From an optimization exercise on the open Yosys and OpenROAD flow, aimed at small area, a short achievable clock period and few clock cycles per item; shortcuts taken in it are not production practice. At most, simulation tests tie the RTL to the original design; equivalence was not proved. Only the layout flow was run in run 1; the RTL was not checked for function there.

## flow/design.v (module list and top-level ports; edited modules follow where they fit)
// module pu_mul: 757 lines
// module pu_fa: 7 lines
// module pu_ha: 7 lines
// module pu_hbm_win: 15 lines
// module pu_hbm_clip: 8 lines
// module pu_hbm_top: 171 lines
module pu_hbm_top #(
    parameter PE_COL_NUM = 2
)(
    input                            clk            ,
    input                            rstn           ,
    input                            hbm_vld_i      ,
    output                           hbm_rdy_o      ,
    input   [5:0]                    pu_hbm_shift_i ,
    input                            pu_prelu_en_i  ,
    input   [20 * PE_COL_NUM -1: 0]  conv_oc0_i     ,
    input   [20 * PE_COL_NUM -1: 0]  conv_oc1_i     ,
    input   [20 * PE_COL_NUM -1: 0]  conv_oc2_i     ,
    input   [20 * PE_COL_NUM -1: 0]  conv_oc3_i     ,
    input   [15:0]                   hbm_para_oc0_i ,
    input   [15:0]                   hbm_para_oc1_i ,
    input   [15:0]                   hbm_para_oc2_i ,
    input   [15:0]                   hbm_para_oc3_i ,
    output                           hbm_vld_o      ,
    input                            hbm_rdy_i      ,
    output  [8 * PE_COL_NUM -1: 0]   hbm_oc0_o      ,
    output  [8 * PE_COL_NUM -1: 0]   hbm_oc1_o      ,
    output  [8 * PE_COL_NUM -1: 0]   hbm_oc2_o      ,
    output  [8 * PE_COL_NUM -1: 0]   hbm_oc3_o
);
  // ...
==> flow/flow/run.sh <==
#!/bin/bash
# Standard layout, with timing repair aiming past the clock period: repair_timing
# is asked for SETUP_SLACK_MARGIN ns of extra setup slack.
set -euo pipefail
bash standard.sh SETUP_SLACK_MARGIN=10.6 finish > standard_flow.log 2>&1
==> flow/standard.sh <==
#!/bin/bash
# synth_recipe.tcl (not shown) runs the flow's synth.tcl, then flattens the netlist and writes it again
# the make line also repeats each setting of config.mk as NAME=value (left out here)
make -C /OpenROAD-flow-scripts/flow DESIGN_CONFIG=/design/flow/config.mk WORK_HOME=/design/flow/orfs CLKGATE_MAP_FILE= SYNTH_SCRIPT=/design/flow/synth_recipe.tcl "${@:-finish}"
==> flow/config.mk <==
export PLATFORM = sky130hd
export DESIGN_NAME = pu_hbm_top
export DESIGN_NICKNAME = pu_hbm_top
export VERILOG_FILES = /design/flow/design.v
export SDC_FILE = /design/flow/constraint.sdc
export NUM_CORES = 4
export LEC_CHECK = 0
export CAP_MARGIN = 20
export CORE_MARGIN = 2
export CORE_UTILIZATION = 45
export CTS_CLUSTER_DIAMETER = 80
export CTS_CLUSTER_SIZE = 30
export PLACE_DENSITY = 0.55
export SLEW_MARGIN = 20
export SYNTH_HIERARCHICAL = 1
export SYNTH_MINIMUM_KEEP_SIZE = 0
==> flow/constraint.sdc <==
create_clock -name core_clock -period 15.0 [get_ports {clk}]
set_input_delay 3.0000 -clock core_clock [delete_from_list [all_inputs] [get_ports {clk}]]
set_output_delay 3.0000 -clock core_clock [all_outputs]
set_load 0.01 [all_outputs]
==> key figures, run 1 <==
STA
  – Final Cycle Share: 32.01%
  – Worst Hold Slack: 0.3663 ns
  – Final-report max-slew violation count: 0
  – Hold Fails Final Rpt: 0
  – Final WS setup: 10.20 ns

Cells and area
  – Final core utilization: 45.56%
  – Fill cells: 26750
  – Ant. Diodes: 16

Floorplanning
  – Row Count: 197
  – Initial Utilization: 45.31%

Global routing
  – Largest net degree at the start of global routing: 144
  – Met3 usage in global routing: 5.113%

CTS
  – Clk root buf: clkbuf_16
  – CTS tree: yes
  – H-tree depth: 3
  – Clock Tree Buf Depth: 4

Setup path
  – Cell count along the critical path: 1
  – Setup CP Type: flip-flop to output pin
  – Startpoint Class: flip-flop

Routing
  – Via density: 6.180
  – Iteration-0 DRC Markers: 8507
  – Met3 WL: 31690 um
  – Avg WL per Cell: 28.85 um

Synthesis
  – Most frequent cells after synthesis: xnor2_1, fa_1, a22oi_2, dfxtp_1, buf_4
  – Most used flip-flop cell after synthesis: dfxtp_1
  – Top cells by area, synth: fa_1, dfxtp_1, a22oi_2

Run
  – Max Cap Viol: 0

Placement
  – Buffers on Ports: 300
  – Post-Place Cells: 14810

Run status
  – Status: no timing/DRC/antenna violations
==> module pu_mul, before the edit <==
module pu_mul (
    input  [19:0] x_i   ,
    input  [7:0]  one_i ,
    input  [7:0]  two_i ,
    input  [7:0]  neg_i ,
    input         p15_i ,
    input  [35:0] c_i   ,
    output [35:0] ra_o  ,
    output [35:0] rb_o
);
    wire pp0_0;
    wire pp0_1;
    wire pp0_2;
    wire pp0_3;
    wire pp0_4;
    wire pp0_5;
    wire pp0_6;
    wire pp0_7;
    wire pp0_8;
    wire pp0_9;
    wire pp0_10;
    wire pp0_11;
    wire pp0_12;
    wire pp0_13;
    wire pp0_14;
    wire pp0_15;
    wire pp0_16;
    wire pp0_17;
    wire pp0_18;
    wire pp0_19;
    wire pp0_20;
    wire pp1_0;
    wire pp1_1;
    wire pp1_2;
    wire pp1_3;
    wire pp1_4;
    wire pp1_5;
    wire pp1_6;
    wire pp1_7;
    wire pp1_8;
    wire pp1_9;
    wire pp1_10;
    wire pp1_11;
    wire pp1_12;
    wire pp1_13;
    wire pp1_14;
    wire pp1_15;
    wire pp1_16;
    wire pp1_17;
    wire pp1_18;
    wire pp1_19;
    wire pp1_20;
    wire pp2_0;
    wire pp2_1;
    wire pp2_2;
    wire pp2_3;
    wire pp2_4;
    wire pp2_5;
    wire pp2_6;
    wire pp2_7;
    wire pp2_8;
    wire pp2_9;
    wire pp2_10;
    wire pp2_11;
    wire pp2_12;
    wire pp2_13;
    wire pp2_14;
    wire pp2_15;
    wire pp2_16;
    wire pp2_17;
    wire pp2_18;
    wire pp2_19;
    wire pp2_20;
    wire pp3_0;
    wire pp3_1;
    wire pp3_2;
    wire pp3_3;
    wire pp3_4;
    wire pp3_5;
    wire pp3_6;
    wire pp3_7;
    wire pp3_8;
    wire pp3_9;
    wire pp3_10;
    wire pp3_11;
    wire pp3_12;
    wire pp3_13;
    wire pp3_14;
    wire pp3_15;
    wire pp3_16;
    wire pp3_17;
    wire pp3_18;
    wire pp3_19;
    wire pp3_20;
    wire pp4_0;
    wire pp4_1;
    wire pp4_2;
    wire pp4_3;
    wire pp4_4;
    wire pp4_5;
    wire pp4_6;
    wire pp4_7;
    wire pp4_8;
    wire pp4_9;
    wire pp4_10;
    wire pp4_11;
    wire pp4_12;
    wire pp4_13;
    wire pp4_14;
    wire pp4_15;
    wire pp4_16;
    wire pp4_17;
    wire pp4_18;
    wire pp4_19;
    wire pp4_20;
    wire pp5_0;
    wire pp5_1;
    wire pp5_2;
    wire pp5_3;
    wire pp5_4;
    wire pp5_5;
    wire pp5_6;
    wire pp5_7;
    wire pp5_8;
    wire pp5_9;
    wire pp5_10;
    wire pp5_11;
    wire pp5_12;
    wire pp5_13;
    wire pp5_14;
    wire pp5_15;
    wire pp5_16;
    wire pp5_17;
    wire pp5_18;
    wire pp5_19;
    wire pp5_20;
    wire pp6_0;
    wire pp6_1;
    wire pp6_2;
    wire pp6_3;
    wire pp6_4;
    wire pp6_5;
    wire pp6_6;
    wire pp6_7;
    wire pp6_8;
    wire pp6_9;
    wire pp6_10;
    wire pp6_11;
    wire pp6_12;
    wire pp6_13;
    wire pp6_14;
    wire pp6_15;
    wire pp6_16;
    wire pp6_17;
    wire pp6_18;
    wire pp6_19;
    wire pp6_20;
    wire pp7_0;
    wire pp7_1;
    wire pp7_2;
    wire pp7_3;
    wire pp7_4;
    wire pp7_5;
    wire pp7_6;
    wire pp7_7;
    wire pp7_8;
    wire pp7_9;
    wire pp7_10;
    wire pp7_11;
    wire pp7_12;
    wire pp7_13;
    wire pp7_14;
    wire pp7_15;
    wire pp7_16;
    wire pp7_17;
    wire pp7_18;
    wire pp7_19;
    wire pp7_20;
    wire pp8_0;
    wire pp8_1;
    wire pp8_2;
    wire pp8_3;
    wire pp8_4;
    wire pp8_5;
    wire pp8_6;
    wire pp8_7;
    wire pp8_8;
    wire pp8_9;
    wire pp8_10;
    wire pp8_11;
    wire pp8_12;
    wire pp8_13;
    wire pp8_14;
    wire pp8_15;
    wire pp8_16;
    wire pp8_17;
    wire pp8_18;
    wire pp8_19;
    wire hs0, hc0;
    wire hs1, hc1;
    wire fs2, fc2;
    wire fs3, fc3;
    wire fs4, fc4;
    wire fs5, fc5;
    wire fs6, fc6;
    wire hs7, hc7;
    wire hs8, hc8;
    wire hs9, hc9;
    wire hs10, hc10;
    wire fs11, fc11;
    wire hs12, hc12;
    wire fs13, fc13;
    wire hs14, hc14;
    wire fs15, fc15;
    wire fs16, fc16;
    wire hs17, hc17;
    wire fs18, fc18;
    wire fs19, fc19;
    wire hs20, hc20;
    wire fs21, fc21;
    wire fs22, fc22;
    wire fs23, fc23;
    wire fs24, fc24;
    wire fs25, fc25;
    wire fs26, fc26;
    wire fs27, fc27;
    wire fs28, fc28;
    wire fs29, fc29;
    wire fs30, fc30;
    wire fs31, fc31;
    wire fs32, fc32;
    wire fs33, fc33;
    wire fs34, fc34;
    wire fs35, fc35;
    wire fs36, fc36;
    wire fs37, fc37;
    wire fs38, fc38;
    wire fs39, fc39;
    wire fs40, fc40;
    wire fs41, fc41;
    wire fs42, fc42;
    wire fs43, fc43;
    wire fs44, fc44;
    wire fs45, fc45;
    wire fs46, fc46;
    wire fs47, fc47;
    wire fs48, fc48;
    wire fs49, fc49;
    wire fs50, fc50;
    wire fs51, fc51;
    wire fs52, fc52;
    wire hs53, hc53;
    wire fs54, fc54;
    wire fs55, fc55;
    wire fs56, fc56;
    wire hs57, hc57;
    wire fs58, fc58;
    wire hs59, hc59;
    wire hs60, hc60;
    wire hs61, hc61;
    wire fs62, fc62;
    wire hs63, hc63;
    wire fs64, fc64;
    wire hs65, hc65;
    wire fs66, fc66;
    wire fs67, fc67;
    wire fs68, fc68;
    wire fs69, fc69;
    wire fs70, fc70;
    wire fs71, fc71;
    wire fs72, fc72;
    wire fs73, fc73;
    wire fs74, fc74;
    wire fs75, fc75;
    wire fs76, fc76;
    wire fs77, fc77;
    wire fs78, fc78;
    wire fs79, fc79;
    wire fs80, fc80;
    wire fs81, fc81;
    wire fs82, fc82;
    wire fs83, fc83;
    wire fs84, fc84;
    wire fs85, fc85;
    wire fs86, fc86;
    wire fs87, fc87;
    wire fs88, fc88;
    wire fs89, fc89;
    wire fs90, fc90;
    wire fs91, fc91;
    wire fs92, fc92;
    wire fs93, fc93;
    wire fs94, fc94;
    wire fs95, fc95;
    wire fs96, fc96;
    wire fs97, fc97;
    wire fs98, fc98;
    wire fs99, fc99;
    wire fs100, fc100;
    wire fs101, fc101;
    wire fs102, fc102;
    wire fs103, fc103;
    wire fs104, fc104;
    wire fs105, fc105;
    wire fs106, fc106;
    wire fs107, fc107;
    wire fs108, fc108;
    wire fs109, fc109;
    wire fs110, fc110;
    wire hs111, hc111;
    wire fs112, fc112;
    wire hs113, hc113;
    wire hs114, hc114;
    wire hs115, hc115;
    wire fs116, fc116;
    wire fs117, fc117;
    wire fs118, fc118;
    wire fs119, fc119;
    wire fs120, fc120;
    wire fs121, fc121;
    wire fs122, fc122;
    wire fs123, fc123;
    wire fs124, fc124;
    wire fs125, fc125;
    wire fs126, fc126;
    wire fs127, fc127;
    wire fs128, fc128;
    wire fs129, fc129;
    wire fs130, fc130;
    wire fs131, fc131;
    wire fs132, fc132;
    wire fs133, fc133;
    wire fs134, fc134;
    wire fs135, fc135;
    wire fs136, fc136;
    wire fs137, fc137;
    wire fs138, fc138;
    wire fs139, fc139;
    wire fs140, fc140;
    wire fs141, fc141;
    wire fs142, fc142;
    wire fs143, fc143;
    wire fs144, fc144;
    wire fs145, fc145;
    wire hs146, hc146;
    wire hs147, hc147;
    wire hs148, hc148;
    wire fs149, fc149;
    wire fs150, fc150;
    wire fs151, fc151;
    wire fs152, fc152;
    wire fs153, fc153;
    wire fs154, fc154;
    wire fs155, fc155;
    wire fs156, fc156;
    wire fs157, fc157;
    wire fs158, fc158;
    wire fs159, fc159;
    wire fs160, fc160;
    wire fs161, fc161;
    wire fs162, fc162;
    wire fs163, fc163;
    wire fs164, fc164;
    wire fs165, fc165;
    wire fs166, fc166;
    wire fs167, fc167;
    wire fs168, fc168;
    wire fs169, fc169;
    wire fs170, fc170;
    wire fs171, fc171;
    wire fs172, fc172;
    wire fs173, fc173;
    wire fs174, fc174;
    wire fs175, fc175;
    wire fs176, fc176;
    wire fs177, fc177;
    wire fs178, fc178;
    wire fs179, fc179;
    wire fs180, fc180;
    wire fs181, fc181;
    wire fs182, fc182;
    assign pp0_0 = (one_i[0] & x_i[0]) ^ neg_i[0];
    assign pp0_1 = ((one_i[0] & x_i[1]) | (two_i[0] & x_i[0])) ^ neg_i[0];
    assign pp0_2 = ((one_i[0] & x_i[2]) | (two_i[0] & x_i[1])) ^ neg_i[0];
    assign pp0_3 = ((one_i[0] & x_i[3]) | (two_i[0] & x_i[2])) ^ neg_i[0];
    assign pp0_4 = ((one_i[0] & x_i[4]) | (two_i[0] & x_i[3])) ^ neg_i[0];
    assign pp0_5 = ((one_i[0] & x_i[5]) | (two_i[0] & x_i[4])) ^ neg_i[0];
    assign pp0_6 = ((one_i[0] & x_i[6]) | (two_i[0] & x_i[5])) ^ neg_i[0];
    assign pp0_7 = ((one_i[0] & x_i[7]) | (two_i[0] & x_i[6])) ^ neg_i[0];
    assign pp0_8 = ((one_i[0] & x_i[8]) | (two_i[0] & x_i[7])) ^ neg_i[0];
    assign pp0_9 = ((one_i[0] & x_i[9]) | (two_i[0] & x_i[8])) ^ neg_i[0];
    assign pp0_10 = ((one_i[0] & x_i[10]) | (two_i[0] & x_i[9])) ^ neg_i[0];
    assign pp0_11 = ((one_i[0] & x_i[11]) | (two_i[0] & x_i[10])) ^ neg_i[0];
    assign pp0_12 = ((one_i[0] & x_i[12]) | (two_i[0] & x_i[11])) ^ neg_i[0];
    assign pp0_13 = ((one_i[0] & x_i[13]) | (two_i[0] & x_i[12])) ^ neg_i[0];
    assign pp0_14 = ((one_i[0] & x_i[14]) | (two_i[0] & x_i[13])) ^ neg_i[0];
    assign pp0_15 = ((one_i[0] & x_i[15]) | (two_i[0] & x_i[14])) ^ neg_i[0];
    assign pp0_16 = ((one_i[0] & x_i[16]) | (two_i[0] & x_i[15])) ^ neg_i[0];
    assign pp0_17 = ((one_i[0] & x_i[17]) | (two_i[0] & x_i[16])) ^ neg_i[0];
    assign pp0_18 = ((one_i[0] & x_i[18]) | (two_i[0] & x_i[17])) ^ neg_i[0];
    assign pp0_19 = ((one_i[0] & x_i[19]) | (two_i[0] & x_i[18])) ^ neg_i[0];
    assign pp0_20 = ~((((one_i[0] | two_i[0]) & x_i[19])) ^ neg_i[0]);
    assign pp1_0 = (one_i[1] & x_i[0]) ^ neg_i[1];
    assign pp1_1 = ((one_i[1] & x_i[1]) | (two_i[1] & x_i[0])) ^ neg_i[1];
    assign pp1_2 = ((one_i[1] & x_i[2]) | (two_i[1] & x_i[1])) ^ neg_i[1];
    assign pp1_3 = ((one_i[1] & x_i[3]) | (two_i[1] & x_i[2])) ^ neg_i[1];
    assign pp1_4 = ((one_i[1] & x_i[4]) | (two_i[1] & x_i[3])) ^ neg_i[1];
    assign pp1_5 = ((one_i[1] & x_i[5]) | (two_i[1] & x_i[4])) ^ neg_i[1];
    assign pp1_6 = ((one_i[1] & x_i[6]) | (two_i[1] & x_i[5])) ^ neg_i[1];
    assign pp1_7 = ((one_i[1] & x_i[7]) | (two_i[1] & x_i[6])) ^ neg_i[1];
    assign pp1_8 = ((one_i[1] & x_i[8]) | (two_i[1] & x_i[7])) ^ neg_i[1];
    assign pp1_9 = ((one_i[1] & x_i[9]) | (two_i[1] & x_i[8])) ^ neg_i[1];
    assign pp1_10 = ((one_i[1] & x_i[10]) | (two_i[1] & x_i[9])) ^ neg_i[1];
    assign pp1_11 = ((one_i[1] & x_i[11]) | (two_i[1] & x_i[10])) ^ neg_i[1];
    assign pp1_12 = ((one_i[1] & x_i[12]) | (two_i[1] & x_i[11])) ^ neg_i[1];
    assign pp1_13 = ((one_i[1] & x_i[13]) | (two_i[1] & x_i[12])) ^ neg_i[1];
    assign pp1_14 = ((one_i[1] & x_i[14]) | (two_i[1] & x_i[13])) ^ neg_i[1];
    assign pp1_15 = ((one_i[1] & x_i[15]) | (two_i[1] & x_i[14])) ^ neg_i[1];
    assign pp1_16 = ((one_i[1] & x_i[16]) | (two_i[1] & x_i[15])) ^ neg_i[1];
    assign pp1_17 = ((one_i[1] & x_i[17]) | (two_i[1] & x_i[16])) ^ neg_i[1];
    assign pp1_18 = ((one_i[1] & x_i[18]) | (two_i[1] & x_i[17])) ^ neg_i[1];
    assign pp1_19 = ((one_i[1] & x_i[19]) | (two_i[1] & x_i[18])) ^ neg_i[1];
    assign pp1_20 = ~((((one_i[1] | two_i[1]) & x_i[19])) ^ neg_i[1]);
    assign pp2_0 = (one_i[2] & x_i[0]) ^ neg_i[2];
    assign pp2_1 = ((one_i[2] & x_i[1]) | (two_i[2] & x_i[0])) ^ neg_i[2];
    assign pp2_2 = ((one_i[2] & x_i[2]) | (two_i[2] & x_i[1])) ^ neg_i[2];
    assign pp2_3 = ((one_i[2] & x_i[3]) | (two_i[2] & x_i[2])) ^ neg_i[2];
    assign pp2_4 = ((one_i[2] & x_i[4]) | (two_i[2] & x_i[3])) ^ neg_i[2];
    assign pp2_5 = ((one_i[2] & x_i[5]) | (two_i[2] & x_i[4])) ^ neg_i[2];
    assign pp2_6 = ((one_i[2] & x_i[6]) | (two_i[2] & x_i[5])) ^ neg_i[2];
    assign pp2_7 = ((one_i[2] & x_i[7]) | (two_i[2] & x_i[6])) ^ neg_i[2];
    assign pp2_8 = ((one_i[2] & x_i[8]) | (two_i[2] & x_i[7])) ^ neg_i[2];
    assign pp2_9 = ((one_i[2] & x_i[9]) | (two_i[2] & x_i[8])) ^ neg_i[2];
    assign pp2_10 = ((one_i[2] & x_i[10]) | (two_i[2] & x_i[9])) ^ neg_i[2];
    assign pp2_11 = ((one_i[2] & x_i[11]) | (two_i[2] & x_i[10])) ^ neg_i[2];
    assign pp2_12 = ((one_i[2] & x_i[12]) | (two_i[2] & x_i[11])) ^ neg_i[2];
    assign pp2_13 = ((one_i[2] & x_i[13]) | (two_i[2] & x_i[12])) ^ neg_i[2];
    assign pp2_14 = ((one_i[2] & x_i[14]) | (two_i[2] & x_i[13])) ^ neg_i[2];
    assign pp2_15 = ((one_i[2] & x_i[15]) | (two_i[2] & x_i[14])) ^ neg_i[2];
    assign pp2_16 = ((one_i[2] & x_i[16]) | (two_i[2] & x_i[15])) ^ neg_i[2];
    assign pp2_17 = ((one_i[2] & x_i[17]) | (two_i[2] & x_i[16])) ^ neg_i[2];
    assign pp2_18 = ((one_i[2] & x_i[18]) | (two_i[2] & x_i[17])) ^ neg_i[2];
    assign pp2_19 = ((one_i[2] & x_i[19]) | (two_i[2] & x_i[18])) ^ neg_i[2];
    assign pp2_20 = ~((((one_i[2] | two_i[2]) & x_i[19])) ^ neg_i[2]);
    assign pp3_0 = (one_i[3] & x_i[0]) ^ neg_i[3];
    assign pp3_1 = ((one_i[3] & x_i[1]) | (two_i[3] & x_i[0])) ^ neg_i[3];
    assign pp3_2 = ((one_i[3] & x_i[2]) | (two_i[3] & x_i[1])) ^ neg_i[3];
    assign pp3_3 = ((one_i[3] & x_i[3]) | (two_i[3] & x_i[2])) ^ neg_i[3];
    assign pp3_4 = ((one_i[3] & x_i[4]) | (two_i[3] & x_i[3])) ^ neg_i[3];
    assign pp3_5 = ((one_i[3] & x_i[5]) | (two_i[3] & x_i[4])) ^ neg_i[3];
    assign pp3_6 = ((one_i[3] & x_i[6]) | (two_i[3] & x_i[5])) ^ neg_i[3];
    assign pp3_7 = ((one_i[3] & x_i[7]) | (two_i[3] & x_i[6])) ^ neg_i[3];
    assign pp3_8 = ((one_i[3] & x_i[8]) | (two_i[3] & x_i[7])) ^ neg_i[3];
    assign pp3_9 = ((one_i[3] & x_i[9]) | (two_i[3] & x_i[8])) ^ neg_i[3];
    assign pp3_10 = ((one_i[3] & x_i[10]) | (two_i[3] & x_i[9])) ^ neg_i[3];
    assign pp3_11 = ((one_i[3] & x_i[11]) | (two_i[3] & x_i[10])) ^ neg_i[3];
    assign pp3_12 = ((one_i[3] & x_i[12]) | (two_i[3] & x_i[11])) ^ neg_i[3];
    assign pp3_13 = ((one_i[3] & x_i[13]) | (two_i[3] & x_i[12])) ^ neg_i[3];
    assign pp3_14 = ((one_i[3] & x_i[14]) | (two_i[3] & x_i[13])) ^ neg_i[3];
    assign pp3_15 = ((one_i[3] & x_i[15]) | (two_i[3] & x_i[14])) ^ neg_i[3];
    assign pp3_16 = ((one_i[3] & x_i[16]) | (two_i[3] & x_i[15])) ^ neg_i[3];
    assign pp3_17 = ((one_i[3] & x_i[17]) | (two_i[3] & x_i[16])) ^ neg_i[3];
    assign pp3_18 = ((one_i[3] & x_i[18]) | (two_i[3] & x_i[17])) ^ neg_i[3];
    assign pp3_19 = ((one_i[3] & x_i[19]) | (two_i[3] & x_i[18])) ^ neg_i[3];
    assign pp3_20 = ~((((one_i[3] | two_i[3]) & x_i[19])) ^ neg_i[3]);
    assign pp4_0 = (one_i[4] & x_i[0]) ^ neg_i[4];
    assign pp4_1 = ((one_i[4] & x_i[1]) | (two_i[4] & x_i[0])) ^ neg_i[4];
    assign pp4_2 = ((one_i[4] & x_i[2]) | (two_i[4] & x_i[1])) ^ neg_i[4];
    assign pp4_3 = ((one_i[4] & x_i[3]) | (two_i[4] & x_i[2])) ^ neg_i[4];
    assign pp4_4 = ((one_i[4] & x_i[4]) | (two_i[4] & x_i[3])) ^ neg_i[4];
    assign pp4_5 = ((one_i[4] & x_i[5]) | (two_i[4] & x_i[4])) ^ neg_i[4];
    assign pp4_6 = ((one_i[4] & x_i[6]) | (two_i[4] & x_i[5])) ^ neg_i[4];
    assign pp4_7 = ((one_i[4] & x_i[7]) | (two_i[4] & x_i[6])) ^ neg_i[4];
    assign pp4_8 = ((one_i[4] & x_i[8]) | (two_i[4] & x_i[7])) ^ neg_i[4];
    assign pp4_9 = ((one_i[4] & x_i[9]) | (two_i[4] & x_i[8])) ^ neg_i[4];
    assign pp4_10 = ((one_i[4] & x_i[10]) | (two_i[4] & x_i[9])) ^ neg_i[4];
    assign pp4_11 = ((one_i[4] & x_i[11]) | (two_i[4] & x_i[10])) ^ neg_i[4];
    assign pp4_12 = ((one_i[4] & x_i[12]) | (two_i[4] & x_i[11])) ^ neg_i[4];
    assign pp4_13 = ((one_i[4] & x_i[13]) | (two_i[4] & x_i[12])) ^ neg_i[4];
    assign pp4_14 = ((one_i[4] & x_i[14]) | (two_i[4] & x_i[13])) ^ neg_i[4];
    assign pp4_15 = ((one_i[4] & x_i[15]) | (two_i[4] & x_i[14])) ^ neg_i[4];
    assign pp4_16 = ((one_i[4] & x_i[16]) | (two_i[4] & x_i[15])) ^ neg_i[4];
    assign pp4_17 = ((one_i[4] & x_i[17]) | (two_i[4] & x_i[16])) ^ neg_i[4];
    assign pp4_18 = ((one_i[4] & x_i[18]) | (two_i[4] & x_i[17])) ^ neg_i[4];
    assign pp4_19 = ((one_i[4] & x_i[19]) | (two_i[4] & x_i[18])) ^ neg_i[4];
    assign pp4_20 = ~((((one_i[4] | two_i[4]) & x_i[19])) ^ neg_i[4]);
    assign pp5_0 = (one_i[5] & x_i[0]) ^ neg_i[5];
    assign pp5_1 = ((one_i[5] & x_i[1]) | (two_i[5] & x_i[0])) ^ neg_i[5];
    assign pp5_2 = ((one_i[5] & x_i[2]) | (two_i[5] & x_i[1])) ^ neg_i[5];
    assign pp5_3 = ((one_i[5] & x_i[3]) | (two_i[5] & x_i[2])) ^ neg_i[5];
    assign pp5_4 = ((one_i[5] & x_i[4]) | (two_i[5] & x_i[3])) ^ neg_i[5];
    assign pp5_5 = ((one_i[5] & x_i[5]) | (two_i[5] & x_i[4])) ^ neg_i[5];
    assign pp5_6 = ((one_i[5] & x_i[6]) | (two_i[5] & x_i[5])) ^ neg_i[5];
    assign pp5_7 = ((one_i[5] & x_i[7]) | (two_i[5] & x_i[6])) ^ neg_i[5];
    assign pp5_8 = ((one_i[5] & x_i[8]) | (two_i[5] & x_i[7])) ^ neg_i[5];
    assign pp5_9 = ((one_i[5] & x_i[9]) | (two_i[5] & x_i[8])) ^ neg_i[5];
    assign pp5_10 = ((one_i[5] & x_i[10]) | (two_i[5] & x_i[9])) ^ neg_i[5];
    assign pp5_11 = ((one_i[5] & x_i[11]) | (two_i[5] & x_i[10])) ^ neg_i[5];
    assign pp5_12 = ((one_i[5] & x_i[12]) | (two_i[5] & x_i[11])) ^ neg_i[5];
    assign pp5_13 = ((one_i[5] & x_i[13]) | (two_i[5] & x_i[12])) ^ neg_i[5];
    assign pp5_14 = ((one_i[5] & x_i[14]) | (two_i[5] & x_i[13])) ^ neg_i[5];
    assign pp5_15 = ((one_i[5] & x_i[15]) | (two_i[5] & x_i[14])) ^ neg_i[5];
    assign pp5_16 = ((one_i[5] & x_i[16]) | (two_i[5] & x_i[15])) ^ neg_i[5];
    assign pp5_17 = ((one_i[5] & x_i[17]) | (two_i[5] & x_i[16])) ^ neg_i[5];
    assign pp5_18 = ((one_i[5] & x_i[18]) | (two_i[5] & x_i[17])) ^ neg_i[5];
    assign pp5_19 = ((one_i[5] & x_i[19]) | (two_i[5] & x_i[18])) ^ neg_i[5];
    assign pp5_20 = ~((((one_i[5] | two_i[5]) & x_i[19])) ^ neg_i[5]);
    assign pp6_0 = (one_i[6] & x_i[0]) ^ neg_i[6];
    assign pp6_1 = ((one_i[6] & x_i[1]) | (two_i[6] & x_i[0])) ^ neg_i[6];
    assign pp6_2 = ((one_i[6] & x_i[2]) | (two_i[6] & x_i[1])) ^ neg_i[6];
    assign pp6_3 = ((one_i[6] & x_i[3]) | (two_i[6] & x_i[2])) ^ neg_i[6];
    assign pp6_4 = ((one_i[6] & x_i[4]) | (two_i[6] & x_i[3])) ^ neg_i[6];
    assign pp6_5 = ((one_i[6] & x_i[5]) | (two_i[6] & x_i[4])) ^ neg_i[6];
    assign pp6_6 = ((one_i[6] & x_i[6]) | (two_i[6] & x_i[5])) ^ neg_i[6];
    assign pp6_7 = ((one_i[6] & x_i[7]) | (two_i[6] & x_i[6])) ^ neg_i[6];
    assign pp6_8 = ((one_i[6] & x_i[8]) | (two_i[6] & x_i[7])) ^ neg_i[6];
    assign pp6_9 = ((one_i[6] & x_i[9]) | (two_i[6] & x_i[8])) ^ neg_i[6];
    assign pp6_10 = ((one_i[6] & x_i[10]) | (two_i[6] & x_i[9])) ^ neg_i[6];
    assign pp6_11 = ((one_i[6] & x_i[11]) | (two_i[6] & x_i[10])) ^ neg_i[6];
    assign pp6_12 = ((one_i[6] & x_i[12]) | (two_i[6] & x_i[11])) ^ neg_i[6];
    assign pp6_13 = ((one_i[6] & x_i[13]) | (two_i[6] & x_i[12])) ^ neg_i[6];
    assign pp6_14 = ((one_i[6] & x_i[14]) | (two_i[6] & x_i[13])) ^ neg_i[6];
    assign pp6_15 = ((one_i[6] & x_i[15]) | (two_i[6] & x_i[14])) ^ neg_i[6];
    assign pp6_16 = ((one_i[6] & x_i[16]) | (two_i[6] & x_i[15])) ^ neg_i[6];
    assign pp6_17 = ((one_i[6] & x_i[17]) | (two_i[6] & x_i[16])) ^ neg_i[6];
    assign pp6_18 = ((one_i[6] & x_i[18]) | (two_i[6] & x_i[17])) ^ neg_i[6];
    assign pp6_19 = ((one_i[6] & x_i[19]) | (two_i[6] & x_i[18])) ^ neg_i[6];
    assign pp6_20 = ~((((one_i[6] | two_i[6]) & x_i[19])) ^ neg_i[6]);
    assign pp7_0 = (one_i[7] & x_i[0]) ^ neg_i[7];
    assign pp7_1 = ((one_i[7] & x_i[1]) | (two_i[7] & x_i[0])) ^ neg_i[7];
    assign pp7_2 = ((one_i[7] & x_i[2]) | (two_i[7] & x_i[1])) ^ neg_i[7];
    assign pp7_3 = ((one_i[7] & x_i[3]) | (two_i[7] & x_i[2])) ^ neg_i[7];
    assign pp7_4 = ((one_i[7] & x_i[4]) | (two_i[7] & x_i[3])) ^ neg_i[7];
    assign pp7_5 = ((one_i[7] & x_i[5]) | (two_i[7] & x_i[4])) ^ neg_i[7];
    assign pp7_6 = ((one_i[7] & x_i[6]) | (two_i[7] & x_i[5])) ^ neg_i[7];
    assign pp7_7 = ((one_i[7] & x_i[7]) | (two_i[7] & x_i[6])) ^ neg_i[7];
    assign pp7_8 = ((one_i[7] & x_i[8]) | (two_i[7] & x_i[7])) ^ neg_i[7];
    assign pp7_9 = ((one_i[7] & x_i[9]) | (two_i[7] & x_i[8])) ^ neg_i[7];
    assign pp7_10 = ((one_i[7] & x_i[10]) | (two_i[7] & x_i[9])) ^ neg_i[7];
    assign pp7_11 = ((one_i[7] & x_i[11]) | (two_i[7] & x_i[10])) ^ neg_i[7];
    assign pp7_12 = ((one_i[7] & x_i[12]) | (two_i[7] & x_i[11])) ^ neg_i[7];
    assign pp7_13 = ((one_i[7] & x_i[13]) | (two_i[7] & x_i[12])) ^ neg_i[7];
    assign pp7_14 = ((one_i[7] & x_i[14]) | (two_i[7] & x_i[13])) ^ neg_i[7];
    assign pp7_15 = ((one_i[7] & x_i[15]) | (two_i[7] & x_i[14])) ^ neg_i[7];
    assign pp7_16 = ((one_i[7] & x_i[16]) | (two_i[7] & x_i[15])) ^ neg_i[7];
    assign pp7_17 = ((one_i[7] & x_i[17]) | (two_i[7] & x_i[16])) ^ neg_i[7];
    assign pp7_18 = ((one_i[7] & x_i[18]) | (two_i[7] & x_i[17])) ^ neg_i[7];
    assign pp7_19 = ((one_i[7] & x_i[19]) | (two_i[7] & x_i[18])) ^ neg_i[7];
    assign pp7_20 = ~((((one_i[7] | two_i[7]) & x_i[19])) ^ neg_i[7]);
    assign pp8_0 = p15_i & x_i[0];
    assign pp8_1 = p15_i & x_i[1];
    assign pp8_2 = p15_i & x_i[2];
    assign pp8_3 = p15_i & x_i[3];
    assign pp8_4 = p15_i & x_i[4];
    assign pp8_5 = p15_i & x_i[5];
    assign pp8_6 = p15_i & x_i[6];
    assign pp8_7 = p15_i & x_i[7];
    assign pp8_8 = p15_i & x_i[8];
    assign pp8_9 = p15_i & x_i[9];
    assign pp8_10 = p15_i & x_i[10];
    assign pp8_11 = p15_i & x_i[11];
    assign pp8_12 = p15_i & x_i[12];
    assign pp8_13 = p15_i & x_i[13];
    assign pp8_14 = p15_i & x_i[14];
    assign pp8_15 = p15_i & x_i[15];
    assign pp8_16 = p15_i & x_i[16];
    assign pp8_17 = p15_i & x_i[17];
    assign pp8_18 = p15_i & x_i[18];
    assign pp8_19 = ~(p15_i & x_i[19]);
    pu_ha u_ha0 (.a(pp0_14), .b(pp1_12), .s(hs0), .co(hc0));
    pu_ha u_ha1 (.a(pp0_15), .b(pp1_13), .s(hs1), .co(hc1));
    pu_fa u_fa2 (.a(pp0_16), .b(pp1_14), .c(pp2_12), .s(fs2), .co(fc2));
    pu_fa u_fa3 (.a(pp0_17), .b(pp1_15), .c(pp2_13), .s(fs3), .co(fc3));
    pu_fa u_fa4 (.a(pp0_18), .b(pp1_16), .c(pp2_14), .s(fs4), .co(fc4));
    pu_fa u_fa5 (.a(pp0_19), .b(pp1_17), .c(pp2_15), .s(fs5), .co(fc5));
    pu_fa u_fa6 (.a(pp0_20), .b(pp1_18), .c(pp2_16), .s(fs6), .co(fc6));
    pu_ha u_ha7 (.a(pp1_19), .b(pp2_17), .s(hs7), .co(hc7));
    pu_ha u_ha8 (.a(pp1_20), .b(pp2_18), .s(hs8), .co(hc8));
    pu_ha u_ha9 (.a(pp0_8), .b(pp1_6), .s(hs9), .co(hc9));
    pu_ha u_ha10 (.a(pp0_9), .b(pp1_7), .s(hs10), .co(hc10));
    pu_fa u_fa11 (.a(pp0_10), .b(pp1_8), .c(pp2_6), .s(fs11), .co(fc11));
    pu_ha u_ha12 (.a(pp3_4), .b(pp4_2), .s(hs12), .co(hc12));
    pu_fa u_fa13 (.a(pp0_11), .b(pp1_9), .c(pp2_7), .s(fs13), .co(fc13));
    pu_ha u_ha14 (.a(pp3_5), .b(pp4_3), .s(hs14), .co(hc14));
    pu_fa u_fa15 (.a(pp0_12), .b(pp1_10), .c(pp2_8), .s(fs15), .co(fc15));
    pu_fa u_fa16 (.a(pp3_6), .b(pp4_4), .c(pp5_2), .s(fs16), .co(fc16));
    pu_ha u_ha17 (.a(pp6_0), .b(neg_i[6]), .s(hs17), .co(hc17));
    pu_fa u_fa18 (.a(pp0_13), .b(pp1_11), .c(pp2_9), .s(fs18), .co(fc18));
    pu_fa u_fa19 (.a(pp3_7), .b(pp4_5), .c(pp5_3), .s(fs19), .co(fc19));
    pu_ha u_ha20 (.a(pp6_1), .b(c_i[13]), .s(hs20), .co(hc20));
    pu_fa u_fa21 (.a(hs0), .b(pp2_10), .c(pp3_8), .s(fs21), .co(fc21));
    pu_fa u_fa22 (.a(pp4_6), .b(pp5_4), .c(pp6_2), .s(fs22), .co(fc22));
    pu_fa u_fa23 (.a(pp7_0), .b(neg_i[7]), .c(c_i[14]), .s(fs23), .co(fc23));
    pu_fa u_fa24 (.a(hc0), .b(hs1), .c(pp2_11), .s(fs24), .co(fc24));
    pu_fa u_fa25 (.a(pp3_9), .b(pp4_7), .c(pp5_5), .s(fs25), .co(fc25));
    pu_fa u_fa26 (.a(pp6_3), .b(pp7_1), .c(c_i[15]), .s(fs26), .co(fc26));
    pu_fa u_fa27 (.a(hc1), .b(fs2), .c(pp3_10), .s(fs27), .co(fc27));
    pu_fa u_fa28 (.a(pp4_8), .b(pp5_6), .c(pp6_4), .s(fs28), .co(fc28));
    pu_fa u_fa29 (.a(pp7_2), .b(pp8_0), .c(c_i[16]), .s(fs29), .co(fc29));
    pu_fa u_fa30 (.a(fc2), .b(fs3), .c(pp3_11), .s(fs30), .co(fc30));
    pu_fa u_fa31 (.a(pp4_9), .b(pp5_7), .c(pp6_5), .s(fs31), .co(fc31));
    pu_fa u_fa32 (.a(pp7_3), .b(pp8_1), .c(c_i[17]), .s(fs32), .co(fc32));
    pu_fa u_fa33 (.a(fc3), .b(fs4), .c(pp3_12), .s(fs33), .co(fc33));
    pu_fa u_fa34 (.a(pp4_10), .b(pp5_8), .c(pp6_6), .s(fs34), .co(fc34));
    pu_fa u_fa35 (.a(pp7_4), .b(pp8_2), .c(c_i[18]), .s(fs35), .co(fc35));
    pu_fa u_fa36 (.a(fc4), .b(fs5), .c(pp3_13), .s(fs36), .co(fc36));
    pu_fa u_fa37 (.a(pp4_11), .b(pp5_9), .c(pp6_7), .s(fs37), .co(fc37));
    pu_fa u_fa38 (.a(pp7_5), .b(pp8_3), .c(c_i[19]), .s(fs38), .co(fc38));
    pu_fa u_fa39 (.a(fc5), .b(fs6), .c(pp3_14), .s(fs39), .co(fc39));
    pu_fa u_fa40 (.a(pp4_12), .b(pp5_10), .c(pp6_8), .s(fs40), .co(fc40));
    pu_fa u_fa41 (.a(pp7_6), .b(pp8_4), .c(c_i[20]), .s(fs41), .co(fc41));
    pu_fa u_fa42 (.a(fc6), .b(hs7), .c(pp3_15), .s(fs42), .co(fc42));
    pu_fa u_fa43 (.a(pp4_13), .b(pp5_11), .c(pp6_9), .s(fs43), .co(fc43));
    pu_fa u_fa44 (.a(pp7_7), .b(pp8_5), .c(c_i[21]), .s(fs44), .co(fc44));
    pu_fa u_fa45 (.a(hc7), .b(hs8), .c(pp3_16), .s(fs45), .co(fc45));
    pu_fa u_fa46 (.a(pp4_14), .b(pp5_12), .c(pp6_10), .s(fs46), .co(fc46));
    pu_fa u_fa47 (.a(pp7_8), .b(pp8_6), .c(c_i[22]), .s(fs47), .co(fc47));
    pu_fa u_fa48 (.a(hc8), .b(pp2_19), .c(pp3_17), .s(fs48), .co(fc48));
    pu_fa u_fa49 (.a(pp4_15), .b(pp5_13), .c(pp6_11), .s(fs49), .co(fc49));
    pu_fa u_fa50 (.a(pp7_9), .b(pp8_7), .c(c_i[23]), .s(fs50), .co(fc50));
    pu_fa u_fa51 (.a(pp2_20), .b(pp3_18), .c(pp4_16), .s(fs51), .co(fc51));
    pu_fa u_fa52 (.a(pp5_14), .b(pp6_12), .c(pp7_10), .s(fs52), .co(fc52));
    pu_ha u_ha53 (.a(pp8_8), .b(c_i[24]), .s(hs53), .co(hc53));
    pu_fa u_fa54 (.a(pp3_19), .b(pp4_17), .c(pp5_15), .s(fs54), .co(fc54));
    pu_fa u_fa55 (.a(pp6_13), .b(pp7_11), .c(pp8_9), .s(fs55), .co(fc55));
    pu_fa u_fa56 (.a(pp3_20), .b(pp4_18), .c(pp5_16), .s(fs56), .co(fc56));
    pu_ha u_ha57 (.a(pp6_14), .b(pp7_12), .s(hs57), .co(hc57));
    pu_fa u_fa58 (.a(pp4_19), .b(pp5_17), .c(pp6_15), .s(fs58), .co(fc58));
    pu_ha u_ha59 (.a(pp4_20), .b(pp5_18), .s(hs59), .co(hc59));
    pu_ha u_ha60 (.a(pp0_4), .b(pp1_2), .s(hs60), .co(hc60));
    pu_ha u_ha61 (.a(pp0_5), .b(pp1_3), .s(hs61), .co(hc61));
    pu_fa u_fa62 (.a(pp0_6), .b(pp1_4), .c(pp2_2), .s(fs62), .co(fc62));
    pu_ha u_ha63 (.a(pp3_0), .b(neg_i[3]), .s(hs63), .co(hc63));
    pu_fa u_fa64 (.a(pp0_7), .b(pp1_5), .c(pp2_3), .s(fs64), .co(fc64));
    pu_ha u_ha65 (.a(pp3_1), .b(c_i[7]), .s(hs65), .co(hc65));
    pu_fa u_fa66 (.a(hs9), .b(pp2_4), .c(pp3_2), .s(fs66), .co(fc66));
    pu_fa u_fa67 (.a(pp4_0), .b(neg_i[4]), .c(c_i[8]), .s(fs67), .co(fc67));
    pu_fa u_fa68 (.a(hc9), .b(hs10), .c(pp2_5), .s(fs68), .co(fc68));
    pu_fa u_fa69 (.a(pp3_3), .b(pp4_1), .c(c_i[9]), .s(fs69), .co(fc69));
    pu_fa u_fa70 (.a(hc10), .b(fs11), .c(hs12), .s(fs70), .co(fc70));
    pu_fa u_fa71 (.a(pp5_0), .b(neg_i[5]), .c(c_i[10]), .s(fs71), .co(fc71));
    pu_fa u_fa72 (.a(fc11), .b(hc12), .c(fs13), .s(fs72), .co(fc72));
    pu_fa u_fa73 (.a(hs14), .b(pp5_1), .c(c_i[11]), .s(fs73), .co(fc73));
    pu_fa u_fa74 (.a(fc13), .b(hc14), .c(fs15), .s(fs74), .co(fc74));
    pu_fa u_fa75 (.a(fs16), .b(hs17), .c(c_i[12]), .s(fs75), .co(fc75));
    pu_fa u_fa76 (.a(fc15), .b(fc16), .c(hc17), .s(fs76), .co(fc76));
    pu_fa u_fa77 (.a(fs18), .b(fs19), .c(hs20), .s(fs77), .co(fc77));
    pu_fa u_fa78 (.a(fc18), .b(fc19), .c(hc20), .s(fs78), .co(fc78));
    pu_fa u_fa79 (.a(fs21), .b(fs22), .c(fs23), .s(fs79), .co(fc79));
    pu_fa u_fa80 (.a(fc21), .b(fc22), .c(fc23), .s(fs80), .co(fc80));
    pu_fa u_fa81 (.a(fs24), .b(fs25), .c(fs26), .s(fs81), .co(fc81));
    pu_fa u_fa82 (.a(fc24), .b(fc25), .c(fc26), .s(fs82), .co(fc82));
    pu_fa u_fa83 (.a(fs27), .b(fs28), .c(fs29), .s(fs83), .co(fc83));
    pu_fa u_fa84 (.a(fc27), .b(fc28), .c(fc29), .s(fs84), .co(fc84));
    pu_fa u_fa85 (.a(fs30), .b(fs31), .c(fs32), .s(fs85), .co(fc85));
    pu_fa u_fa86 (.a(fc30), .b(fc31), .c(fc32), .s(fs86), .co(fc86));
    pu_fa u_fa87 (.a(fs33), .b(fs34), .c(fs35), .s(fs87), .co(fc87));
    pu_fa u_fa88 (.a(fc33), .b(fc34), .c(fc35), .s(fs88), .co(fc88));
    pu_fa u_fa89 (.a(fs36), .b(fs37), .c(fs38), .s(fs89), .co(fc89));
    pu_fa u_fa90 (.a(fc36), .b(fc37), .c(fc38), .s(fs90), .co(fc90));
    pu_fa u_fa91 (.a(fs39), .b(fs40), .c(fs41), .s(fs91), .co(fc91));
    pu_fa u_fa92 (.a(fc39), .b(fc40), .c(fc41), .s(fs92), .co(fc92));
    pu_fa u_fa93 (.a(fs42), .b(fs43), .c(fs44), .s(fs93), .co(fc93));
    pu_fa u_fa94 (.a(fc42), .b(fc43), .c(fc44), .s(fs94), .co(fc94));
    pu_fa u_fa95 (.a(fs45), .b(fs46), .c(fs47), .s(fs95), .co(fc95));
    pu_fa u_fa96 (.a(fc45), .b(fc46), .c(fc47), .s(fs96), .co(fc96));
    pu_fa u_fa97 (.a(fs48), .b(fs49), .c(fs50), .s(fs97), .co(fc97));
    pu_fa u_fa98 (.a(fc48), .b(fc49), .c(fc50), .s(fs98), .co(fc98));
    pu_fa u_fa99 (.a(fs51), .b(fs52), .c(hs53), .s(fs99), .co(fc99));
    pu_fa u_fa100 (.a(fc51), .b(fc52), .c(hc53), .s(fs100), .co(fc100));
    pu_fa u_fa101 (.a(fs54), .b(fs55), .c(c_i[25]), .s(fs101), .co(fc101));
    pu_fa u_fa102 (.a(fc54), .b(fc55), .c(fs56), .s(fs102), .co(fc102));
    pu_fa u_fa103 (.a(hs57), .b(pp8_10), .c(c_i[26]), .s(fs103), .co(fc103));
    pu_fa u_fa104 (.a(fc56), .b(hc57), .c(fs58), .s(fs104), .co(fc104));
    pu_fa u_fa105 (.a(pp7_13), .b(pp8_11), .c(c_i[27]), .s(fs105), .co(fc105));
    pu_fa u_fa106 (.a(fc58), .b(hs59), .c(pp6_16), .s(fs106), .co(fc106));
    pu_fa u_fa107 (.a(pp7_14), .b(pp8_12), .c(c_i[28]), .s(fs107), .co(fc107));
    pu_fa u_fa108 (.a(hc59), .b(pp5_19), .c(pp6_17), .s(fs108), .co(fc108));
    pu_fa u_fa109 (.a(pp7_15), .b(pp8_13), .c(c_i[29]), .s(fs109), .co(fc109));
    pu_fa u_fa110 (.a(pp5_20), .b(pp6_18), .c(pp7_16), .s(fs110), .co(fc110));
    pu_ha u_ha111 (.a(pp8_14), .b(c_i[30]), .s(hs111), .co(hc111));
    pu_fa u_fa112 (.a(pp6_19), .b(pp7_17), .c(pp8_15), .s(fs112), .co(fc112));
    pu_ha u_ha113 (.a(pp6_20), .b(pp7_18), .s(hs113), .co(hc113));
    pu_ha u_ha114 (.a(pp0_2), .b(pp1_0), .s(hs114), .co(hc114));
    pu_ha u_ha115 (.a(pp0_3), .b(pp1_1), .s(hs115), .co(hc115));
    pu_fa u_fa116 (.a(hs60), .b(pp2_0), .c(neg_i[2]), .s(fs116), .co(fc116));
    pu_fa u_fa117 (.a(hc60), .b(hs61), .c(pp2_1), .s(fs117), .co(fc117));
    pu_fa u_fa118 (.a(hc61), .b(fs62), .c(hs63), .s(fs118), .co(fc118));
    pu_fa u_fa119 (.a(fc62), .b(hc63), .c(fs64), .s(fs119), .co(fc119));
    pu_fa u_fa120 (.a(fc64), .b(hc65), .c(fs66), .s(fs120), .co(fc120));
    pu_fa u_fa121 (.a(fc66), .b(fc67), .c(fs68), .s(fs121), .co(fc121));
    pu_fa u_fa122 (.a(fc68), .b(fc69), .c(fs70), .s(fs122), .co(fc122));
    pu_fa u_fa123 (.a(fc70), .b(fc71), .c(fs72), .s(fs123), .co(fc123));
    pu_fa u_fa124 (.a(fc72), .b(fc73), .c(fs74), .s(fs124), .co(fc124));
    pu_fa u_fa125 (.a(fc74), .b(fc75), .c(fs76), .s(fs125), .co(fc125));
    pu_fa u_fa126 (.a(fc76), .b(fc77), .c(fs78), .s(fs126), .co(fc126));
    pu_fa u_fa127 (.a(fc78), .b(fc79), .c(fs80), .s(fs127), .co(fc127));
    pu_fa u_fa128 (.a(fc80), .b(fc81), .c(fs82), .s(fs128), .co(fc128));
    pu_fa u_fa129 (.a(fc82), .b(fc83), .c(fs84), .s(fs129), .co(fc129));
    pu_fa u_fa130 (.a(fc84), .b(fc85), .c(fs86), .s(fs130), .co(fc130));
    pu_fa u_fa131 (.a(fc86), .b(fc87), .c(fs88), .s(fs131), .co(fc131));
    pu_fa u_fa132 (.a(fc88), .b(fc89), .c(fs90), .s(fs132), .co(fc132));
    pu_fa u_fa133 (.a(fc90), .b(fc91), .c(fs92), .s(fs133), .co(fc133));
    pu_fa u_fa134 (.a(fc92), .b(fc93), .c(fs94), .s(fs134), .co(fc134));
    pu_fa u_fa135 (.a(fc94), .b(fc95), .c(fs96), .s(fs135), .co(fc135));
    pu_fa u_fa136 (.a(fc96), .b(fc97), .c(fs98), .s(fs136), .co(fc136));
    pu_fa u_fa137 (.a(fc98), .b(fc99), .c(fs100), .s(fs137), .co(fc137));
    pu_fa u_fa138 (.a(fc100), .b(fc101), .c(fs102), .s(fs138), .co(fc138));
    pu_fa u_fa139 (.a(fc102), .b(fc103), .c(fs104), .s(fs139), .co(fc139));
    pu_fa u_fa140 (.a(fc104), .b(fc105), .c(fs106), .s(fs140), .co(fc140));
    pu_fa u_fa141 (.a(fc106), .b(fc107), .c(fs108), .s(fs141), .co(fc141));
    pu_fa u_fa142 (.a(fc108), .b(fc109), .c(fs110), .s(fs142), .co(fc142));
    pu_fa u_fa143 (.a(fc110), .b(hc111), .c(fs112), .s(fs143), .co(fc143));
    pu_fa u_fa144 (.a(fc112), .b(hs113), .c(pp8_16), .s(fs144), .co(fc144));
    pu_fa u_fa145 (.a(hc113), .b(pp7_19), .c(pp8_17), .s(fs145), .co(fc145));
    pu_ha u_ha146 (.a(pp7_20), .b(pp8_18), .s(hs146), .co(hc146));
    pu_ha u_ha147 (.a(pp0_0), .b(neg_i[0]), .s(hs147), .co(hc147));
    pu_ha u_ha148 (.a(pp0_1), .b(c_i[1]), .s(hs148), .co(hc148));
    pu_fa u_fa149 (.a(hs114), .b(neg_i[1]), .c(c_i[2]), .s(fs149), .co(fc149));
    pu_fa u_fa150 (.a(hc114), .b(hs115), .c(c_i[3]), .s(fs150), .co(fc150));
    pu_fa u_fa151 (.a(hc115), .b(fs116), .c(c_i[4]), .s(fs151), .co(fc151));
    pu_fa u_fa152 (.a(fc116), .b(fs117), .c(c_i[5]), .s(fs152), .co(fc152));
    pu_fa u_fa153 (.a(fc117), .b(fs118), .c(c_i[6]), .s(fs153), .co(fc153));
    pu_fa u_fa154 (.a(fc118), .b(fs119), .c(hs65), .s(fs154), .co(fc154));
    pu_fa u_fa155 (.a(fc119), .b(fs120), .c(fs67), .s(fs155), .co(fc155));
    pu_fa u_fa156 (.a(fc120), .b(fs121), .c(fs69), .s(fs156), .co(fc156));
    pu_fa u_fa157 (.a(fc121), .b(fs122), .c(fs71), .s(fs157), .co(fc157));
    pu_fa u_fa158 (.a(fc122), .b(fs123), .c(fs73), .s(fs158), .co(fc158));
    pu_fa u_fa159 (.a(fc123), .b(fs124), .c(fs75), .s(fs159), .co(fc159));
    pu_fa u_fa160 (.a(fc124), .b(fs125), .c(fs77), .s(fs160), .co(fc160));
    pu_fa u_fa161 (.a(fc125), .b(fs126), .c(fs79), .s(fs161), .co(fc161));
    pu_fa u_fa162 (.a(fc126), .b(fs127), .c(fs81), .s(fs162), .co(fc162));
    pu_fa u_fa163 (.a(fc127), .b(fs128), .c(fs83), .s(fs163), .co(fc163));
    pu_fa u_fa164 (.a(fc128), .b(fs129), .c(fs85), .s(fs164), .co(fc164));
    pu_fa u_fa165 (.a(fc129), .b(fs130), .c(fs87), .s(fs165), .co(fc165));
    pu_fa u_fa166 (.a(fc130), .b(fs131), .c(fs89), .s(fs166), .co(fc166));
    pu_fa u_fa167 (.a(fc131), .b(fs132), .c(fs91), .s(fs167), .co(fc167));
    pu_fa u_fa168 (.a(fc132), .b(fs133), .c(fs93), .s(fs168), .co(fc168));
    pu_fa u_fa169 (.a(fc133), .b(fs134), .c(fs95), .s(fs169), .co(fc169));
    pu_fa u_fa170 (.a(fc134), .b(fs135), .c(fs97), .s(fs170), .co(fc170));
    pu_fa u_fa171 (.a(fc135), .b(fs136), .c(fs99), .s(fs171), .co(fc171));
    pu_fa u_fa172 (.a(fc136), .b(fs137), .c(fs101), .s(fs172), .co(fc172));
    pu_fa u_fa173 (.a(fc137), .b(fs138), .c(fs103), .s(fs173), .co(fc173));
    pu_fa u_fa174 (.a(fc138), .b(fs139), .c(fs105), .s(fs174), .co(fc174));
    pu_fa u_fa175 (.a(fc139), .b(fs140), .c(fs107), .s(fs175), .co(fc175));
    pu_fa u_fa176 (.a(fc140), .b(fs141), .c(fs109), .s(fs176), .co(fc176));
    pu_fa u_fa177 (.a(fc141), .b(fs142), .c(hs111), .s(fs177), .co(fc177));
    pu_fa u_fa178 (.a(fc142), .b(fs143), .c(c_i[31]), .s(fs178), .co(fc178));
    pu_fa u_fa179 (.a(fc143), .b(fs144), .c(c_i[32]), .s(fs179), .co(fc179));
    pu_fa u_fa180 (.a(fc144), .b(fs145), .c(c_i[33]), .s(fs180), .co(fc180));
    pu_fa u_fa181 (.a(fc145), .b(hs146), .c(c_i[34]), .s(fs181), .co(fc181));
    pu_fa u_fa182 (.a(hc146), .b(pp8_19), .c(c_i[35]), .s(fs182), .co(fc182));
    wire [35:0] ra = {fc181, fc180, fc179, fc178, fc177, fc176, fc175, fc174, fc173, fc172, fc171, fc170, fc169, fc168, fc167, fc166, fc165, fc164, fc163, fc162, fc161, fc160, fc159, fc158, fc157, fc156, fc155, fc154, fc153, fc152, fc151, fc150, fc149, hc148, hc147, hs147};
    wire [35:0] rb = {fs182, fs181, fs180, fs179, fs178, fs177, fs176, fs175, fs174, fs173, fs172, fs171, fs170, fs169, fs168, fs167, fs166, fs165, fs164, fs163, fs162, fs161, fs160, fs159, fs158, fs157, fs156, fs155, fs154, fs153, fs152, fs151, fs150, fs149, hs148, c_i[0]};
    assign ra_o = ra;
    assign rb_o = rb;
endmodule
==> module pu_hbm_win, before the edit <==
module pu_hbm_win (
    input  [35:0] a_i   ,
    input  [35:0] b_i   ,
    input  [5:0]  s_i   ,
    input  [34:0] ovm_i ,   
    output [7:0]  w_o   ,
    output        ovf_o ,
    output        neg_o
);
    wire [35:0] v_i = a_i + b_i;
    wire [34:0] sh = v_i[34:0] >> s_i;
    assign w_o   = sh[7:0];
    assign ovf_o = |(v_i[34:0] & ovm_i);
    assign neg_o = v_i[35];
endmodule
==> run 2: changes to the inputs <==
--- a/flow/design.v
+++ b/flow/design.v
@@ -1,17 +1,16 @@
 module pu_mul (
     input  [19:0] x_i   ,
     input  [7:0]  one_i ,
     input  [7:0]  two_i ,
     input  [7:0]  neg_i ,
     input         p15_i ,
     input  [35:0] c_i   ,
-    output [35:0] ra_o  ,
-    output [35:0] rb_o
+    output [35:0] v_o
 );
     wire pp0_0;
     wire pp0_1;
     wire pp0_2;
     wire pp0_3;
     wire pp0_4;
     wire pp0_5;
     wire pp0_6;
@@ -747,43 +746,40 @@
     pu_fa u_fa177 (.a(fc141), .b(fs142), .c(hs111), .s(fs177), .co(fc177));
     pu_fa u_fa178 (.a(fc142), .b(fs143), .c(c_i[31]), .s(fs178), .co(fc178));
     pu_fa u_fa179 (.a(fc143), .b(fs144), .c(c_i[32]), .s(fs179), .co(fc179));
     pu_fa u_fa180 (.a(fc144), .b(fs145), .c(c_i[33]), .s(fs180), .co(fc180));
     pu_fa u_fa181 (.a(fc145), .b(hs146), .c(c_i[34]), .s(fs181), .co(fc181));
     pu_fa u_fa182 (.a(hc146), .b(pp8_19), .c(c_i[35]), .s(fs182), .co(fc182));
     wire [35:0] ra = {fc181, fc180, fc179, fc178, fc177, fc176, fc175, fc174, fc173, fc172, fc171, fc170, fc169, fc168, fc167, fc166, fc165, fc164, fc163, fc162, fc161, fc160, fc159, fc158, fc157, fc156, fc155, fc154, fc153, fc152, fc151, fc150, fc149, hc148, hc147, hs147};
     wire [35:0] rb = {fs182, fs181, fs180, fs179, fs178, fs177, fs176, fs175, fs174, fs173, fs172, fs171, fs170, fs169, fs168, fs167, fs166, fs165, fs164, fs163, fs162, fs161, fs160, fs159, fs158, fs157, fs156, fs155, fs154, fs153, fs152, fs151, fs150, fs149, hs148, c_i[0]};
-    assign ra_o = ra;
-    assign rb_o = rb;
+    assign v_o = ra + rb;
 endmodule
 module pu_fa (
     input  a, b, c,
     output s, co
 );
     assign s  = a ^ b ^ c;
     assign co = (a & b) | (a & c) | (b & c);
 endmodule
 module pu_ha (
     input  a, b,
     output s, co
 );
     assign s  = a ^ b;
     assign co = a & b;
 endmodule
 module pu_hbm_win (
-    input  [35:0] a_i   ,
-    input  [35:0] b_i   ,
+    input  [35:0] v_i   ,
     input  [5:0]  s_i   ,
     input  [34:0] ovm_i ,   
     output [7:0]  w_o   ,
     output        ovf_o ,
     output        neg_o
 );
-    wire [35:0] v_i = a_i + b_i;
     wire [34:0] sh = v_i[34:0] >> s_i;
     assign w_o   = sh[7:0];
     assign ovf_o = |(v_i[34:0] & ovm_i);
     assign neg_o = v_i[35];
 endmodule
 module pu_hbm_clip (
     input  [7:0] w_i   ,
     input        ovf_i ,
@@ -889,37 +885,32 @@
     always @(posedge clk) begin
         for (j = 0; j < NL; j = j + 1)
             x_r[20*j +: 20] <= (pu_prelu_en_i & conv[20*j+19]) ? 20'd0 : conv[20*j +: 20];
     end
     wire [QW-1:0] res;
     genvar i;
     generate
         for (i = 0; i < NL; i = i + 1) begin : LANE
-            wire [35:0] ra, rb;
-            reg  [35:0] ra_r, rb_r;
+            wire [35:0] v;
+            reg  [35:0] v_r;
             wire [7:0]  w;
             wire        ovf, ng;
             pu_mul u_mul (
                 .x_i   (x_r[20*i +: 20]),
                 .one_i (one_r[i/PE_COL_NUM]),
                 .two_i (two_r[i/PE_COL_NUM]),
                 .neg_i (neg_r[i/PE_COL_NUM]),
                 .p15_i (p15_r[i/PE_COL_NUM]),
                 .c_i   (crow_r),
-                .ra_o  (ra),
-                .rb_o  (rb)
+                .v_o   (v)
             );
-            always @(posedge clk) begin
-                ra_r <= ra;
-                rb_r <= rb;
-            end
+            always @(posedge clk) v_r <= v;
             pu_hbm_win u_win (
-                .a_i   (ra_r),
-                .b_i   (rb_r),
+                .v_i   (v_r),
                 .s_i   (shift_r),
                 .ovm_i (ovm_r),
                 .w_o   (w),
                 .ovf_o (ovf),
                 .neg_o (ng)
             );
             pu_hbm_clip u_clip (
                 .w_i   (w),
==> flow/flow/run.sh (replaced) <==
#!/bin/bash
# Standard layout, with timing repair aiming past the clock period: repair_timing
# is asked for SETUP_SLACK_MARGIN ns of extra setup slack.
set -euo pipefail
bash standard.sh SETUP_SLACK_MARGIN=10.5 finish > standard_flow.log 2>&1
==> flow/config.mk (replaced) <==
export PLATFORM = sky130hd
export DESIGN_NAME = pu_hbm_top
export DESIGN_NICKNAME = pu_hbm_top
export VERILOG_FILES = /design/flow/design.v
export SDC_FILE = /design/flow/constraint.sdc
export NUM_CORES = 4
export LEC_CHECK = 0
export CAP_MARGIN = 20
export CORE_MARGIN = 2
export CORE_UTILIZATION = 35
export PLACE_DENSITY = 0.45
export SLEW_MARGIN = 20
export SYNTH_HIERARCHICAL = 1
export SYNTH_MINIMUM_KEEP_SIZE = 0
==> run 2 against run 1 <==
Critical path depth increased by 16. Sequential cell count decreased by 288. Count of clock-buffer cells in the layout increased by 36. Register-to-register slack got worse by 0.90 ns. Highest routed layer unchanged.
==> key figures, run 2 <==
Floorplanning
  – Die height: 558.0 um
  – Initial Utilization: 35.15% (-10 points)
  – CORE AREA: 305600 um^2
  – Die X: 558.0 um
  – Die area: 311300 um^2
  – IO Pins: 301
  – Row Count: 203 (+3.0%)

Worst hold path
  – HP Class: flip-flop to flip-flop

Synthesis
  – Number of synthesized register bits: 890
  – Sequential-to-total area share from yosys stat: 19.03%
  – Syn avg cell area: 10.51 um^2
  – Post-synth cell types: 82
  – Post-synth ARST share: 1.348%
  – Cell area after synthesis: 107400 um^2
  – Cell accounting for the most synthesized area: fa_1
  – Most frequent cell after synthesis: xnor2_1
  – Post-Syn Instances: 10220
  – Synth warn: 15
  – EDFF count, synth: 256
  – Yosys top cell area share: 23.87%
  – Top cells by area, synth: fa_1, xnor2_1, dfxtp_1
  – Most used flip-flop cell after synthesis: dfxtp_1
  – Most frequent cells after synthesis: xnor2_1, a22oi_1, fa_1, clkbuf_1, dfxtp_1

Setup path
  – Startpoint Class: flip-flop
  – Reg2reg end: LANE[0].v_r[31]
  – Reg2reg start: two_r[0][2]
  – Cells along the critical path: buf_12 -> a22oi_2 -> xnor2_2 -> fa_1 -> fa_2 -> fa_2 -> fa_1 -> fa_1 -> ha_4 -> a21o_1 -> a221oi_2 -> nor2b_1 -> nor3_2 -> o21bai_4 -> a211oi_4 -> o21bai_2 -> xor2_2
  – Crit Path Max Fanout: 5
  – Slowest-stage cell, CP: fa_1
  – CP startpoint: two_r[0][2]
  – R2R Setup Slk: 9.73 ns
  – Worst Setup EP: LANE[0].v_r[31]
  – Setup CP Type: flip-flop to flip-flop
  – Arrival @ worst endpoint: 6.03 ns
  – CP required: 15.76 ns
  – Slowest stage delay, CP: 0.56 ns
  – R2R depth: 17
  – Worst Setup End Kind: flip-flop
  – Most frequent CP cell: fa_1

CTS
  – Clk slew on worst S/H paths: 0.06 ns
  – Clk root buf: clkbuf_16
  – Clock Sinks: 890
  – Clock Tree Buf Depth: 4 (unchanged)
  – Clock latency (worst-skew pair): 0.90 ns
  – CTS tree: yes
  – Post-CTS Hold Fix Bufs: 0
  – CTS buffer count: 114
  – H-tree depth: 3 (unchanged)

Cells and area
  – Fin nets: 12470
  – FF/Latch Area: 21120 um^2
  – Fill cells: 28300 (+5.8%)
  – Max reg flops: 288
  – Biggest regs: LANE.v_r (288), sq_r (192), x_r (160)
  – Non-filler cells, final: 14640
  – Area of the multi-input gates: 89600 um^2
  – Area grow syn2layout: 23.50%
  – Commonest non-fill, non-tap cell in the layout: xnor2_1
  – Layout cell share with drive strength beyond 1: 26.92%
  – Largest Register: LANE.v_r
  – Commonest cells after routing, fill and taps aside: xnor2_1, a22oi_1, fa_1

Global routing
  – Number of global-route vias before repair: 91500
  – Initial antenna violation count: 23
  – All-Layer GR Usage: 28.42%
  – Largest net degree at the start of global routing: 162 (+13%)
  – First-pass GRT wire length: 651000 um
  – Total gr overflow: 0

STA
  – Setup violators final: 0
  – Minimum clock period: 5.274 ns
  – Final-report max-slew violation count: 0 (unchanged)
  – Setup skew after layout: 0.09514 ns
  – Final Cycle Share: 35.16% (+3.1 points)
  – Slew @ Worst Pin: 1.324 ns
  – Unrepaired setup endpoints after global routing: yes
  – Hold Fails Final Rpt: 0 (unchanged)
  – Worst Hold Slack: 0.3636 ns (-0.002643 ns)
  – Highest clock rate: 189.6 MHz
  – Setup TNS: 0 ns
  – Final WS setup: 9.726 ns (-0.4724 ns)
  – Slew HR: 11.59%

Routing
  – DR DRC count: 0
  – Routed via count: 87970
  – Drt pass-1 iters: 7
  – Avg WL per Cell: 30.79 um (+6.7%)
  – Iteration-0 DRC Markers: 8749 (+2.8%)
  – Post-DRT Antenna Nets: 0
  – Routed wire length: 450900 um
  – Via density: 6.008 (-2.8%)

Run
  – Max Cap Viol: 0 (unchanged)

Placement
  – Post-Place Cells: 13830 (-6.6%)
  – Setup WS pre-CTS: 9.004 ns
  – Final HPWL DP: 291300 um
  – RePlAce Congestion: 0.9265
  – Buffers on Ports: 300 (unchanged)

Run status
  – Status: no timing/DRC/antenna violations
==> run 2: cell type report <==
class,instances,share of cell area (%)
clock inverters,67,0.6253
repair buffers,1074,9.328
well taps,4100,3.867
inverters,113,0.3263
multi-input cells,8242,67.54
diodes,17,0.03207
flip-flops and latches,890,15.92
clock buffers,140,2.359
==> run 2: kinds of logic after synthesis <==
family | share of synthesized area [%]
other | 0.006992
AND/OR/NAND/NOR | 7.999
flip-flops | 19.03
AO/OA/AOI/OAI | 19.08
buffers and inverters | 4.444
XOR/XNOR | 13.05
multiplexers | 6.514
adder cells (fa/ha/maj) | 29.88
==> run 2: routing by layer <==
metal	part of all wire (%)	up-vias	GRT usage, %
met3	8.0	921	5.808
met2	45	4065	44.01
met4	5.1	2	13.08
met5	0.012	-	0.1698
met1	42	45640	38.01
li1	-	37350	-
==> run 2: metrics by stage <==
step	util (%)	cell area [um^2]
floorplan	-	111400
global placement	37.67	115100
detailed placement	37.67	115100
CTS	42.48	129800
global route	43.41	132600
finish	43.41	132700
==> run 2: worst min-delay path by stage <==
stage / endpoint / depth (start not counted) / slack [ns] / startpoint
6_report: vld_m_r / 0 / 0.36 / vld_a_r
3_3_place_gp: vld_m_r / 0 / 0.34 / vld_a_r
2_1_floorplan: vld_m_r / 0 / 0.33 / vld_a_r
3_5_place_dp: vld_m_r / 0 / 0.34 / vld_a_r
5_1_grt: vld_m_r / 0 / 0.37 / vld_a_r
4_1_cts: vld_m_r / 0 / 0.37 / vld_a_r
==> run 2: what timing repair did <==
action,4_1_cts,5_1_grt
setup endpoints to repair,331,261
hold endpoints to repair,0,0
gates cloned,69,2
buffers inserted,392,122
resized for setup,1568,347
pin swaps,707,385
==> run 2: worst max-delay path, delay by kind of cell, from the launching register on <==
family          cells  cell delay, ns
buf+inv             1            0.14
simple gates        2            0.34
fa+ha+maj           6            2.67
xor+xnor            2            0.35
compound gates      6            1.25
flops               1            0.37
==> run 2: Yosys stat by module, one instance, submodules excluded <==
module       cells inside  flops+latches  area, um^2
pu_hbm_win            156              0        1585
pu_fa                   1              0       20.02
pu_mul                707              0        5064
pu_ha                   1              0       12.51
pu_hbm_top           1782            890       25650
pu_hbm_clip             9              0       88.84
Testbench counts of run 2, summed over its fixed seeds: cycles 4,192, items 4,096.

[what the ideal ports hide]
In the flow no input, the clock included, has a driving cell. The finished layouts below were timed again as built, in two steps. Step 1, drivers: a clkbuf_16 drives clk and a buf_2 each remaining input, both assumed. Step 2 adds t to the input delays and takes it off the output delays; t is the mean of the earliest and latest rising clock arrival at the registers after step 1. Input paths then give back, and output paths get back, about the clock's delay inside the block. a / b / c = no drivers / after step 1 / after step 2; a / b = the first two.
run	t (ns)	setup WS [ns]	slew at the worst register clock pin (ns)	worst data-port slew with drivers (ns)
run 1	0.960	10.198 / 10.105 / 9.576	0.11 / 0.11	0.28
run 2	0.967	9.726 / 9.726 / 9.537	0.08 / 0.08	0.25
After both steps every run listed still meets setup and hold. For run 1, which loses most, drivers alone change the setup slack by -0.093 ns; drivers and shift together by -0.622 ns.
